Source: an optimization exercise on an open RTL-to-GDS flow (aim: small area and a short achievable clock period). Production flows keep margins and buffers that such runs may drop.
No run shown here included a check of the RTL's function; only the layout flow was run.
Power figures rest on the tool's default switching activity, not on a simulated workload.

## flow/run.sh

```bash
#!/bin/bash
# Standard layout with these changes:
# - synthesis keeps the module hierarchy until mapping and extracts full/half
#   adder cells only in the carry-save adder (ELM_csa); the other adders are
#   left as plain gates for abc (the standard flow's synthesis script otherwise);
# - timing repair aims at a tighter setup slack than the design's settings;
# - the port buffers are plain buf_1 cells rather than delay buffers.
set -euo pipefail
here=$(pwd)
export SYNTH_HIERARCHICAL=1
export SETUP_SLACK_MARGIN=6.0
export BUFFER_PORTS_ARGS="-buffer_cell sky130_fd_sc_hd__buf_1"
sed "s#SYNTH_SCRIPT=[^ ]*#SYNTH_SCRIPT=$here/flow/synth_fa.tcl#" standard.sh > standard_fa.sh
bash standard_fa.sh synth > synth_flow.log 2>&1
bash standard.sh > standard_flow.log 2>&1
```

## flow/synth_fa.tcl

```tcl
# The standard flow's synthesis script (synth_recipe.tcl) with one change: full/half adder
# cells are extracted only in the carry-save adder module ELM_csa; every other
# adder is left as plain gates for abc.
proc synth {args} { yosys synth -nofsm -noshare {*}$args }
proc extract_fa {args} { yosys extract_fa {*}$args ELM_csa }
source $::env(SCRIPTS_DIR)/synth.tcl
# left out here: clear keep_hierarchy, flatten, clean up, hide names made inside functions, write 1_2_yosys.v
```

## standard.sh

```bash
#!/bin/bash
# synth_recipe.tcl (not shown) runs the flow's synth.tcl, then flattens the netlist and writes it again
# the make line also repeats each setting of config.mk as NAME=value (left out here)
make -C /OpenROAD-flow-scripts/flow DESIGN_CONFIG=/design/flow/config.mk WORK_HOME=/design/flow/orfs CLKGATE_MAP_FILE= SYNTH_SCRIPT=/design/flow/synth_recipe.tcl "${@:-finish}"
```

## config.mk

```make
export PLATFORM = sky130hd
export DESIGN_NAME = mult_top
export DESIGN_NICKNAME = mult_top
export VERILOG_FILES = /design/flow/design.v
export SDC_FILE = /design/flow/constraint.sdc
export NUM_CORES = 4
export LEC_CHECK = 0
export ABC_AREA = 1
export CAP_MARGIN = 20
export CORE_MARGIN = 2
export CORE_UTILIZATION = 40
export CTS_BUF_LIST = sky130_fd_sc_hd__clkbuf_4 sky130_fd_sc_hd__clkbuf_8
export PLACE_DENSITY = 0.6
export SLEW_MARGIN = 20
```

## constraint.sdc

```tcl
create_clock -name core_clock -period 10.0 [get_ports {clk}]
set_input_delay 2.0000 -clock core_clock [delete_from_list [all_inputs] [get_ports {clk}]]
set_output_delay 2.0000 -clock core_clock [all_outputs]
set_load 0.01 [all_outputs]
```

## design.v

```verilog
module ELM_log(
    input  [13:0] x0,
    output reg [3:0] k,
    output [6:0] w
    );
    wire [12:0] a = x0[12:0] ^ {13{x0[13]}};
    integer i;
    always @* begin
        k = 4'd0;
        for (i = 1; i < 13; i = i + 1)
            if (a[i]) k = i;
    end
    wire [18:0] ap = {2'b00, a, 4'b0000};
    assign w = (k[3:2] == 2'd0) ? ap[6:0] :
               (k[3:2] == 2'd1) ? ap[10:4] :
               (k[3:2] == 2'd2) ? ap[14:8] : ap[18:12];
endmodule
module ELM_frac(
    input  [6:0] w,
    input  [1:0] r,
    output [3:0] f
    );
    assign f = (r == 2'd0) ? w[3:0] :
               (r == 2'd1) ? w[4:1] :
               (r == 2'd2) ? w[5:2] : w[6:3];
endmodule
module ELM_add #(parameter N = 18) (
    input  [N-1:0] a,
    input  [N-1:0] b,
    input          cin,
    output [N-1:0] s
    );
    localparam L = 5;    
    wire [N:0] g0 = {a & b, cin};
    wire [N:0] p0 = {a ^ b, 1'b0};
    wire [N:0] g [0:L];
    wire [N:0] p [0:L];
    assign g[0] = g0;
    assign p[0] = p0;
    genvar l, i;
    generate
        for (l = 0; l < L; l = l + 1) begin : lvl
            for (i = 0; i <= N; i = i + 1) begin : bit_
                if ((i >> l) & 1) begin : op
                    localparam integer J = ((i >> l) << l) - 1;
                    assign g[l+1][i] = g[l][i] | (p[l][i] & g[l][J]);
                    assign p[l+1][i] = p[l][i] & p[l][J];
                end else begin : pass
                    assign g[l+1][i] = g[l][i];
                    assign p[l+1][i] = p[l][i];
                end
            end
        end
    endgenerate
    assign s = p0[N:1] ^ g[L][N-1:0];
endmodule
module ELM_csa(
    input  [17:0] a,
    input  [17:0] b,
    input  [17:0] c,
    input         cin,
    output [17:0] s,
    output [17:0] cy
    );
    assign s  = a ^ b ^ c;
    assign cy = {(a[16:0] & b[16:0]) | (a[16:0] & c[16:0]) | (b[16:0] & c[16:0]), cin};
endmodule
module ELM_back(
    input  [15:0] x,
    input  [15:0] y,
    input  [3:0]  kx,
    input  [6:0]  wx,
    input  [3:0]  ky,
    input  [6:0]  wy,
    output [31:0] p
    );
    wire [3:0] fx, fy;
    ELM_frac frx(.w(wx), .r(kx[1:0]), .f(fx));
    ELM_frac fry(.w(wy), .r(ky[1:0]), .f(fy));
    wire s  = x[13] ^ y[13];
    wire nz = (x[13] | (|x[7:0])) & (y[13] | (|y[7:0]));
    wire sn = s & nz;    
    wire [4:0] fs = fx + fy;
    wire [4:0] ks = kx + ky;
    wire [5:0] m  = fs[4] ? {1'b1, fs[3:0], 1'b0} : {2'b01, fs[3:0]};
    wire [3:0] d0;
    wire [6:0] d1;
    genvar j, i;
    generate
        for (i = 0; i < 4; i = i + 1) begin : dec0
            assign d0[i] = (ks[1:0] == i);
        end
        for (i = 0; i < 7; i = i + 1) begin : dec1
            if (i < 6) assign d1[i] = nz & (ks[4:2] == i);
            else       assign d1[i] = nz & ks[4] & ks[3];
        end
    endgenerate
    wire [8:0] m1;       
    generate
        for (j = 0; j < 9; j = j + 1) begin : sh0
            wire [3:0] t;
            for (i = 0; i < 4; i = i + 1) begin : b
                if (j - i >= 0 && j - i <= 5)
                    assign t[i] = d0[i] & m[j - i];
                else
                    assign t[i] = 1'b0;
            end
            assign m1[j] = |t;
        end
    endgenerate
    wire [27:0] pabs;    
    assign pabs[27:26] = 2'b00;
    generate
        for (j = 0; j < 26; j = j + 1) begin : sh1
            wire [6:0] t;
            for (i = 0; i < 7; i = i + 1) begin : b
                if (j + 4 - 4*i >= 0 && j + 4 - 4*i <= (i == 6 ? 5 : 8))
                    assign t[i] = d1[i] & m1[j + 4 - 4*i];
                else
                    assign t[i] = 1'b0;
            end
            assign pabs[j] = |t;
        end
    endgenerate
    wire x_one = x[14] ^ x[13];
    wire x_two = (x[15] ^ x[14]) & ~x_one;
    wire y_one = y[14] ^ y[13];
    wire y_two = (y[15] ^ y[14]) & ~y_one;
    wire sf1 = x[15] & (x_one | x_two);
    wire sf0 = y[15] & (y_one | y_two);
    wire [16:0] ye = {y[15], y};
    wire [14:0] xe = {x[13], x[13:0]};
    wire [16:0] pp2 = ({17{x_one}} & ye | {17{x_two}} & {ye[15:0], 1'b0}) ^ {17{sf1}};
    wire [14:0] pp1 = ({15{y_one}} & xe | {15{y_two}} & {xe[13:0], 1'b0}) ^ {15{sf0}};
    wire [13:0] al = pabs[13:0] ^ {14{sn}};
    wire [13:0] z;       
    generate
        for (i = 0; i < 14; i = i + 1) begin : zlo
            if (i == 0) assign z[i] = 1'b1;
            else        assign z[i] = ~|al[i-1:0];
        end
    endgenerate
    assign p[13:0] = al ^ ({14{sf0}} & z);
    wire cin = sf0 & (sn | (|pabs[13:0]));
    wire [17:0] cs, cc;
    ELM_csa hi_csa(.a({{4{sn}}, pabs[27:14] ^ {14{sn}}}), .b({pp2[16], pp2}), .c({{3{pp1[14]}}, pp1}),
                   .cin(sf1), .s(cs), .cy(cc));
    ELM_add #(.N(18)) hi_add(.a(cs), .b(cc), .cin(cin), .s(p[31:14]));
endmodule
module ELM_Mitchw5(
    input  [15:0] x,
    input  [15:0] y,
    output [31:0] p
    );
    wire [3:0] kx, ky;
    wire [6:0] wx, wy;
    ELM_log  lx(.x0(x[13:0]), .k(kx), .w(wx));
    ELM_log  ly(.x0(y[13:0]), .k(ky), .w(wy));
    ELM_back b(.x(x), .y(y), .kx(kx), .wx(wx), .ky(ky), .wy(wy), .p(p));
endmodule
module mult_top(
    input clk,
    input  [15:0] x,
    input  [15:0] y,
    output reg [31:0] p_out
    );
    wire [3:0] kx_d, ky_d;
    wire [6:0] wx_d, wy_d;
    reg  [15:0] X_vec, Y_vec;
    reg  [3:0]  KX_vec, KY_vec;
    reg  [6:0]  WX_vec, WY_vec;
    ELM_log log_x(.x0(x[13:0]), .k(kx_d), .w(wx_d));
    ELM_log log_y(.x0(y[13:0]), .k(ky_d), .w(wy_d));
    wire [31:0] P_vec;
    ELM_back back(.x(X_vec), .y(Y_vec), .kx(KX_vec), .wx(WX_vec), .ky(KY_vec), .wy(WY_vec), .p(P_vec));
    always @(posedge clk)
    begin
        X_vec  <= x;
        Y_vec  <= y;
        KX_vec <= kx_d;
        WX_vec <= wx_d;
        KY_vec <= ky_d;
        WY_vec <= wy_d;
        p_out  <= P_vec;
    end
endmodule
```

==> results of run 1 <==
modules after synthesis (local to each module, per instance), excerpt:
module,area [sq um],copies in the design,cells
ELM_back,2520,1,484
mult_top,1720,1,86
ELM_log,554,2,79
ELM_frac,158,2,38
ELM_csa,383,1,27
final cells by class:
cell class                      count  area [sq um]  share of cell area
Clock inverter                      6          97.6              0.0120
Sequential cell                    86          1740               0.213
Inverter                          160           608              0.0747
Clock buffer                       10           138              0.0169
Timing Repair Buffer               82           372              0.0456
Tap cell                          225           282              0.0346
Multi-Input combinational cell    737          4910               0.603
worst reg2reg max path, delay by kind of cell, from the launching register on:
family / cells / cell delay, ns
AO/OA/AOI/OAI: 3 / 0.61
XOR/XNOR: 1 / 0.21
adder cells (fa/ha/maj): 1 / 0.45
buffers and inverters: 3 / 0.29
flip-flops: 1 / 0.39
AND/OR/NAND/NOR: 20 / 1.87
synthesized netlist by cell type (5+ instances only):
library cell / number
a21oi_1: 22
a21oi_2: 6
clkbuf_1: 6
dfxtp_1: 86
fa_1: 17
inv_1: 129
inv_2: 26
nand2_1: 274
nand2_2: 30
nand2_4: 8
nand3_1: 70
nand3_2: 5
nand4_1: 5
nor2_1: 94
nor2_2: 14
nor2_4: 14
nor3_1: 5
o21ai_0: 8
o21ai_1: 5
o21ai_2: 5
o221ai_1: 9
o22ai_1: 30
xnor2_1: 14
xor2_1: 57
logic make-up after synthesis:
group,count (synthesis),share of synthesized area
AND/OR/NAND/NOR,531,0.365
XOR/XNOR,84,0.132
buffers and inverters,176,0.104
adder cells (fa/ha/maj),17,0.0493
AO/OA/AOI/OAI,104,0.100
flip-flops,86,0.249
sequential cells by signal (all words and copies together) (netlist names):
register  flops
p_out        32
X_vec        16
WY_vec        7
Y_vec        16
KY_vec        4
KX_vec        4
WX_vec        7
per-stage QoR:
step,worst slack [ns],std cells
2_1_floorplan,6.18,998
3_3_place_gp,5.70,1275
3_5_place_dp,5.65,1276
4_1_cts,6.00,1294
5_1_grt,5.78,1306
6_report,6.08,1306
worst max path at each step:
stage / from / end / slack (ns)
final: KY_vec[1] / p_out[30] / 6.08
after global routing: KX_vec[0] / p_out[30] / 5.78
after CTS: KY_vec[0] / p_out[31] / 6.00
after detailed placement: KY_vec[1] / p_out[31] / 5.65
after global placement: KX_vec[1] / p_out[31] / 5.70
after floorplan: KX_vec[1] / p_out[30] / 6.18
power by group:
part	internal (uW)	leakage [uW]	switching [uW]
combinational	520	0.00320	855
sequential	421	0.000726	24.1
clock	152	0.000120	145
routing by layer:
layer,GRT usage,routed length [um],up-vias
met2,0.289,7600,127
met1,0.246,7930,2753
met3,0.0423,744,18
li1,-,-,3266
met5,0,0,-
met4,0.0475,239,0
layout by cell type (no fill, tap or decap), types with 10 or more instances in the layout:
| master | count |
|---|---|
| buf_4 | 14 |
| dfxtp_1 | 82 |
| nand2_4 | 20 |
| a21oi_1 | 20 |
| nand3_1 | 58 |
| xnor2_1 | 14 |
| buf_1 | 64 |
| xor2_2 | 10 |
| nor2_1 | 76 |
| clkbuf_8 | 10 |
| xor2_1 | 51 |
| fa_1 | 16 |
| nor2_2 | 24 |
| nor2_4 | 22 |
| o22ai_1 | 30 |
| nand3_2 | 11 |
| inv_1 | 124 |
| nand2_2 | 39 |
| nand2_1 | 254 |
| inv_2 | 31 |
repair_timing:
item,in CTS,in global routing
hold buffers,0,0
gates resized for setup,33,85
pin swaps,7,46
setup endpoints to repair,13,14
setup buffers,2,11
gates cloned,0,1
==> impl_results.md, run 1 <==
* Antenna violation net count after detailed routing at 0
* Library cell appearing most often on the critical path: nand2_1
* Total routing usage reported by global routing at 0.181
* Number of flip-flops and latches in the synthesized netlist at 86
* Cell area reported after detailed placement at 7350 sq um
* Post-synthesis cell type count at 52
* Slowest CP cell: fa_1
* IO Pins at 65
* Delay of the slowest critical-path stage at 0.45 ns
* PortBufs at 64
* Cell depth of the worst flop-to-flop path at 28
* Final hold slack at 0.894 ns
* WHS Path Cells at 7
* WL final at 16500 um
* Post-synth ARST share at 0
* Sequential share of the synthesized area at 0.249
* Fill cells at 1802
* Launch instance of the worst min-delay path: X_vec[15]
* Y dimension of the die at 135 um
* Clk_skew at 0.0102 ns
* Final Max Slew Viols at 0
* Utilization after layout at 0.477
* 1st-iter DRT viols at 293
* Cell count along the critical path at 28
* Warnings from Yosys at 9
* Nature of the critical path startpoint: flop
* Count of inserted antenna diode cells at 0
* Pre-Repair DR Iteration Count at 5
* Library cell used as clock root buffer: clkbuf_8
* Detailed placer's ending HPWL at 13300 um
* Destination of the worst register-to-register timing path: p_out[30]
* Final net count at 1126
* Synthesized Nets at 1048
* Sink count of the clock tree at 86
* Wire length of the first global-routing pass at 26200 um
* Source of the worst register-to-register timing path: KY_vec[1]
* Vias after detailed routing at 6164
* Average routed wire per standard cell at 12.6 um
* Worst path bufs/invs at 3
* Final Cell Area at 8140 sq um
* Highest fanout seen on the critical path at 7
* Congestion Overflow GR at 0
* Post-synthesis area per instance at 6.92 sq um
* Synthesized area at 6910 sq um
* H-tree depth at 3
* FMAX at 0.255 GHz
* Clock-pin slew of the registers on the worst-case setup and hold paths at 0.10 ns
* Final critical-path share of the clock period at 0.392
* Worst-case headroom to the max-slew limit at 0.407
* Worst supply voltage drop on vdd at 132 uV
* Required time at the endpoint of the critical path at 10.30 ns
* Standby leakage power at 0.00404 uW
* Sum of internal, switching and leakage power at 2120 uW
* Final Wtd Congestion at 0.918
* Post-detailed-route DRC marker count at 0
* Fraction of synthesized cell area taken by the top area cell type at 0.249
* Data arrival time at the worst-slack endpoint at 4.22 ns
* Clock tree from TritonCTS: done
* Final setup viols at 0
* Vias per std cell at 4.72
* Count of flip-flops with a built-in enable after synthesis at 0
* Worst skew pair latency at 0.39 ns
* RSZ-0062 raised after global routing: true
* Die outline width at 135 um
* CP top delay family: simple AND/OR/NAND/NOR gates
* Most used flip-flop cell after synthesis: dfxtp_1
* Starting density of the core at 0.405
* Maximum number of pins on one net before global-route repair at 31
* Cell types occupying the most area after synthesis: dfxtp_1 (25%), nand2_1 (15%), xor2_1 (7.2%), inv_1 (7.0%), nor2_1 (5.1%)
* Core Region at 17100 sq um
* Critical setup path kind: reg2reg
* Outcome: no timing/DRC/antenna violations
* Number of antenna violations at the first check in global routing at 0
* Cell taking the most area after synthesis: dfxtp_1
* Tmin final at 3.92 ns
* Worst R2R Setup Slack at 6.08 ns
* Endpoint class of the critical path: flop
* Die area at 18300 sq um
* Syn-to-layout area delta at 17.9%
* Number of global-route vias before repair at 5429
* Setup TNS at 0 ns
* Std-Cell Rows at 48
* Worst hold path endpoint: p_out[31]
* Reported max-cap violation count at 0
* Cell count after synthesis at 998
* Actual transition at the worst max-transition pin at 0.883 ns
* Number of buffers on the longest clock path at 2
* Cts bufs inserted at 9
* Hold violation total from the final report at 0
* Power density of the placed cells at 260 nW/um^2
* Hold WC Path Type: reg2reg
* Fraction of layout instances using a drive strength above 1 at 0.228
==> inputs of run 2 (changes only) <==
--- a/design.v
+++ b/design.v
@@ -55,14 +55,28 @@
     assign s = p0[N:1] ^ g[L][N-1:0];
 endmodule
-module ELM_csa(
+module ELM_csel(
     input  [17:0] a,
     input  [17:0] b,
-    input  [17:0] c,
     input         cin,
-    output [17:0] s,
-    output [17:0] cy
-    );
-    assign s  = a ^ b ^ c;
-    assign cy = {(a[16:0] & b[16:0]) | (a[16:0] & c[16:0]) | (b[16:0] & c[16:0]), cin};
+    output [17:0] s
+    );
+    wire [9:0] cl;       
+    wire [9:0] c0, c1;   
+    wire [8:0] s0, s1;
+    assign cl[0] = cin;
+    assign c0[0] = 1'b0;
+    assign c1[0] = 1'b1;
+    genvar i;
+    generate
+        for (i = 0; i < 9; i = i + 1) begin : rip
+            assign s[i]    = a[i] ^ b[i] ^ cl[i];
+            assign cl[i+1] = (a[i] & b[i]) | (cl[i] & (a[i] ^ b[i]));
+            assign s0[i]   = a[i+9] ^ b[i+9] ^ c0[i];
+            assign c0[i+1] = (a[i+9] & b[i+9]) | (c0[i] & (a[i+9] ^ b[i+9]));
+            assign s1[i]   = a[i+9] ^ b[i+9] ^ c1[i];
+            assign c1[i+1] = (a[i+9] & b[i+9]) | (c1[i] & (a[i+9] ^ b[i+9]));
+        end
+    endgenerate
+    assign s[17:9] = cl[9] ? s1 : s0;
 endmodule
 module ELM_back(
@@ -143,7 +157,8 @@
     assign p[13:0] = al ^ ({14{sf0}} & z);
     wire cin = sf0 & (sn | (|pabs[13:0]));
-    wire [17:0] cs, cc;
-    ELM_csa hi_csa(.a({{4{sn}}, pabs[27:14] ^ {14{sn}}}), .b({pp2[16], pp2}), .c({{3{pp1[14]}}, pp1}),
-                   .cin(sf1), .s(cs), .cy(cc));
+    wire [17:0] u;
+    ELM_csel u_add(.a({pp2[16], pp2}), .b({{3{pp1[14]}}, pp1}), .cin(sf1), .s(u));
+    wire [17:0] cs = {{4{sn}}, pabs[27:14] ^ {14{sn}}};
+    wire [17:0] cc = u;
     ELM_add #(.N(18)) hi_add(.a(cs), .b(cc), .cin(cin), .s(p[31:14]));
 endmodule
==> flow/run.sh (replaced) <==
#!/bin/bash
# Standard layout with three changes: no full/half-adder cells in synthesis
# (the adders are left as plain gates for abc), timing repair aimed at a
# tighter setup slack than the design's own settings allow, and the port
# buffers are plain buf_1 cells rather than delay buffers.
set -euo pipefail
export ADDER_MAP_FILE=
export SETUP_SLACK_MARGIN=6.0
export BUFFER_PORTS_ARGS="-buffer_cell sky130_fd_sc_hd__buf_1"
bash standard.sh > standard_flow.log 2>&1
removed: flow/synth_fa.tcl
==> run 2 against run 1 <==
Combinational power is 19% lower. Sequential power hardly changed. Highest routed layer unchanged. Clock skew is 0.0079 ns higher. Synthesized cell count is 2.7% lower. Utilization is 3.8 points higher. Still clean on timing, DRC and antenna. Hold slack worse by 0.052 ns. Non-clock buffer count is 30 higher. Global-route usage hardly changed. Clock-buffer cell count is 1 lower.
==> impl_results.md, run 2 <==
* Die area at 16600 sq um (-9.5%)
* Final critical-path share of the clock period at 0.389 (-0.00295)
* Number of global-route vias before repair at 5139 (-5.3%)
* Average routed wire per standard cell at 12.3 um (-2.9%)
* Cell count after synthesis at 971 (-2.7%)
* Reported max-cap violation count at 0 (unchanged)
* Max FFs per register at 32 (unchanged)
* Starting density of the core at 0.410 (+0.00502)
* Detailed placer's ending HPWL at 11800 um (-11%)
* Required time at the endpoint of the critical path at 10.27 ns (-0.03 ns)
* Most used flip-flop cell after synthesis: dfxtp_1
* Count of inserted antenna diode cells at 0 (unchanged)
* Final setup slack of the worst path at 6.11 ns (+0.0295 ns)
* Destination of the worst register-to-register timing path: p_out[13]
* Adder-cell share of the synthesized area at 0.00181 (-0.0475)
* Source of the worst register-to-register timing path: KX_vec[0]
* Worst skew pair latency at 0.38 ns (about the same)
* Cell taking the most area after synthesis: dfxtp_1
* Number of buffers on the longest clock path at 2 (unchanged)
* Critical setup path kind: reg2reg
* Hold WC Path Type: reg2reg
* Post-detailed-route DRC marker count at 0 (unchanged)
* Final Wtd Congestion at 0.893 (-2.7%)
* FMAX at 0.257 GHz (+0.76%)
* Total routing usage reported by global routing at 0.181 (-0.000351)
* Antenna violation net count after detailed routing at 0 (unchanged)
* Final hold slack at 0.842 ns (-0.0517 ns)
* Endpoint of the worst setup timing path: p_out[13]
* Tmin final at 3.89 ns (-0.0295 ns)
* Count of flip-flops with a built-in enable after synthesis at 0 (unchanged)
* WL final at 15700 um (-5.2%)
* Sink count of the clock tree at 86 (unchanged)
* Final net count at 1116 (-0.89%)
* Warnings from Yosys at 3 (-6)
* Post-synthesis simple-gate area fraction at 0.365 (about the same)
* Vias per std cell at 4.76 (+0.96%)
* Xor/xnor share of the synthesized area at 0.168 (+0.0364)
* Critical Path Source: KX_vec[0]
* Cts bufs inserted at 9 (unchanged)
* Synthesized Nets at 1004 (-4.2%)
* PortBufs at 64 (unchanged)
* Final Max Slew Viols at 0 (unchanged)
* Endpoint class of the critical path: flop
* Congestion Overflow GR at 0 (unchanged)
* Library cell appearing most often on the critical path: nand2_2
* Maximum number of pins on one net before global-route repair at 25 (-19%)
* RSZ-0062 raised after global routing: true
* Hold buffers post-CTS at 0 (unchanged)
* Pre-Repair DR Iteration Count at 7 (+2)
* Worst supply voltage drop on vdd at 83.9 uV (-36%)
* Complex-gate fraction of the synthesized area at 0.0996 (-0.000601)
* 1st-iter DRT viols at 283 (-3.4%)
* Worst setup slack after placement at 5.54 ns (-0.106 ns)
* Nature of the critical path startpoint: flop
* Syn-to-layout area delta at 25.9%
* Synth top cells by count: nand2_1 (318), inv_1 (118), dfxtp_1 (86)
* Library cell used as clock root buffer: clkbuf_8
* Post-synthesis area per instance at 6.42 sq um (-7.3%)
* Dominant cell by count in the synthesized netlist: nand2_1
* Dominant combinational cell family by area after synthesis: simple AND/OR/NAND/NOR gates
* H-tree depth at 3 (unchanged)
* Slowest CP cell: dfxtp_4
* Core Region at 15200 sq um (-11%)
* Cell types occupying the most area after synthesis: dfxtp_1 (28%), nand2_1 (19%), xor2_1 (10%), inv_1 (7.1%), xnor2_1 (6.2%)
* Wire length of the first global-routing pass at 24000 um (-8.2%)
* Post-synthesis cell type count at 45 (-13%)
* Fraction of layout instances using a drive strength above 1 at 0.218 (-0.0107)
* Worst-case headroom to the max-slew limit at 0.388 (-0.0189)
* Synthesized area at 6230 sq um (-9.8%)
* Highest fanout seen on the critical path at 8 (+1)
* Multiplexer share of the synthesized area at 0 (unchanged)
* Outcome: no timing/DRC/antenna violations
* Clock-pin slew of the registers on the worst-case setup and hold paths at 0.11 ns (about the same)
* Number of antenna violations at the first check in global routing at 0 (unchanged)
* Actual transition at the worst max-transition pin at 0.917 ns (+0.0342 ns)
* Cell depth of the worst flop-to-flop path at 30 (+7.1%)
* Clock tree from TritonCTS: done
* Number of flip-flops and latches in the synthesized netlist at 86 (unchanged)
* Most frequent cells in the layout: nand2_1 (281), inv_1 (110), dfxtp_1 (76), xor2_1 (70), buf_1 (63)
* Setup TNS at 0 ns (unchanged)
* Final setup viols at 0 (unchanged)
* Std-Cell Rows at 45 (-6.3%)
* Leading cell type in the layout, fill and taps excluded: nand2_1
* Fraction of synthesized cell area taken by the top area cell type at 0.276 (+0.0270)
* IO Pins at 65 (unchanged)
* Worst R2R Setup Slack at 6.11 ns (+0.03 ns)
* Data arrival time at the worst-slack endpoint at 4.16 ns (-0.06 ns)
* Post-synth ARST share at 0 (unchanged)
* Hold violation total from the final report at 0 (unchanged)
* Vias after detailed routing at 6080 (-1.4%)
* Die outline width at 129 um (-4.9%)
* Largest registers: p_out: 32 flops, X_vec: 16 flops, Y_vec: 16 flops
* Delay of the slowest critical-path stage at 0.39 ns (-0.06 ns)
* Standby leakage power at 0.00394 uW (-2.6%)
* Register bank with the most flops: p_out
* Sequential share of the synthesized area at 0.276 (+0.0270)
* Y dimension of the die at 129 um (-4.9%)
* Power density of the placed cells at 230 nW/um^2 (-11%)
* Clk_skew at 0.0180 ns (+0.00786 ns)
run 2: how the worst min path moves through the flow:
stage,start,endpoint,slack [ns],cells after the start
after global routing,Y_vec[15],p_out[0],0.89,5
after global placement,X_vec[15],p_out[31],0.84,5
after CTS,X_vec[15],p_out[31],0.87,5
after floorplan,X_vec[15],p_out[31],0.72,5
final,Y_vec[0],p_out[15],0.84,6
after detailed placement,X_vec[15],p_out[31],0.84,5
run 2: cell type report:
type | count | area (sq um)
Fill cell | 1545 | 7360
Multi-Input combinational cell | 739 | 4480
Inverter | 135 | 534
Tap cell | 188 | 235
Clock buffer | 9 | 124
Clock inverter | 7 | 86.3
Timing Repair Buffer | 112 | 638
Sequential cell | 86 | 1750
run 2: what timing repair did:
| item | in CTS | in global routing |
|---|---|---|
| setup endpoints to repair | 10 | 19 |
| gates cloned | 0 | 1 |
| hold endpoints to repair | 0 | 0 |
| pin swaps | 1 | 45 |
| resized for setup | 10 | 158 |
| setup buffers | 2 | 45 |
run 2: report_power, final:
| part | switching, uW | internal, uW |
|---|---|---|
| Combinational | 668 | 445 |
| Sequential | 25.6 | 418 |
| Clock | 149 | 101 |
| Total | 843 | 964 |
run 2: kinds of logic (layout without fill, tap and decap cells):
| group | count (synthesis) | after routing |
|---|---|---|
| flops | 86 | 86 |
| buf+inv | 147 | 263 |
| simple gates | 519 | 520 |
| compound gates | 99 | 99 |
| xor+xnor | 119 | 119 |
| fa+ha+maj | 1 | 1 |
run 2: per-stage QoR:
step / std cells / utilization / area, sq um / total power (uW)
finish: 1276 / 0.516 / 7840 / 1810
global route: 1276 / 0.516 / 7840 / 1960
CTS: 1230 / 0.456 / 6930 / 1580
detailed placement: 1212 / 0.439 / 6670 / 1320
global placement: 1212 / 0.439 / 6670 / 1310
floorplan: 971 / - / 6230 / 1140
run 2: worst max-delay path, delay by kind of cell (launching register included):
kind	cells	cell delay (ns)
AND/OR/NAND/NOR	21	2.35
AO/OA/AOI/OAI	3	0.29
flip-flops	1	0.39
buffers and inverters	4	0.42
XOR/XNOR	2	0.31
run 2: layer usage:
metal	routed length, um	vias up	part of all wire	global-route usage
li1	-	3269	-	-
met1	7420	2667	0.47	0.246
met2	7360	115	0.47	0.293
met3	461	29	0.029	0.0245
met4	418	0	0.027	0.0652
met5	0	-	0	0

[port drivers added, routing unchanged]
No port has a modelled driver above. Below, the same layouts with a new extraction and two added sets of constraints.
Step 1, drivers: a clkbuf_16 drives clk and a buf_2 each remaining input, both assumed.
Step 2 moves the port delays by t, midway between the first and last clock arrival at a register: inputs arrive t later, outputs are due t later. That takes back most of the time a late clock gives input paths.
a / b / c = ideal ports / drivers / drivers and shift; a / b = the first two.
| run | t (ns) | setup slack, ns | clock arrival spread, ns | worst slew at a driven data input, ns |
|---|---|---|---|---|
| run 1 | 0.426 | 6.083 / 6.083 / 6.083 | 0.010 / 0.010 | 0.03 |
| run 2 | 0.411 | 6.113 / 6.113 / 5.868 | 0.020 / 0.020 | 0.03 |
After both steps setup and hold are still met in every run listed. For run 2, which loses most, drivers alone change the setup slack by 0.000 ns; drivers and shift together by -0.245 ns.
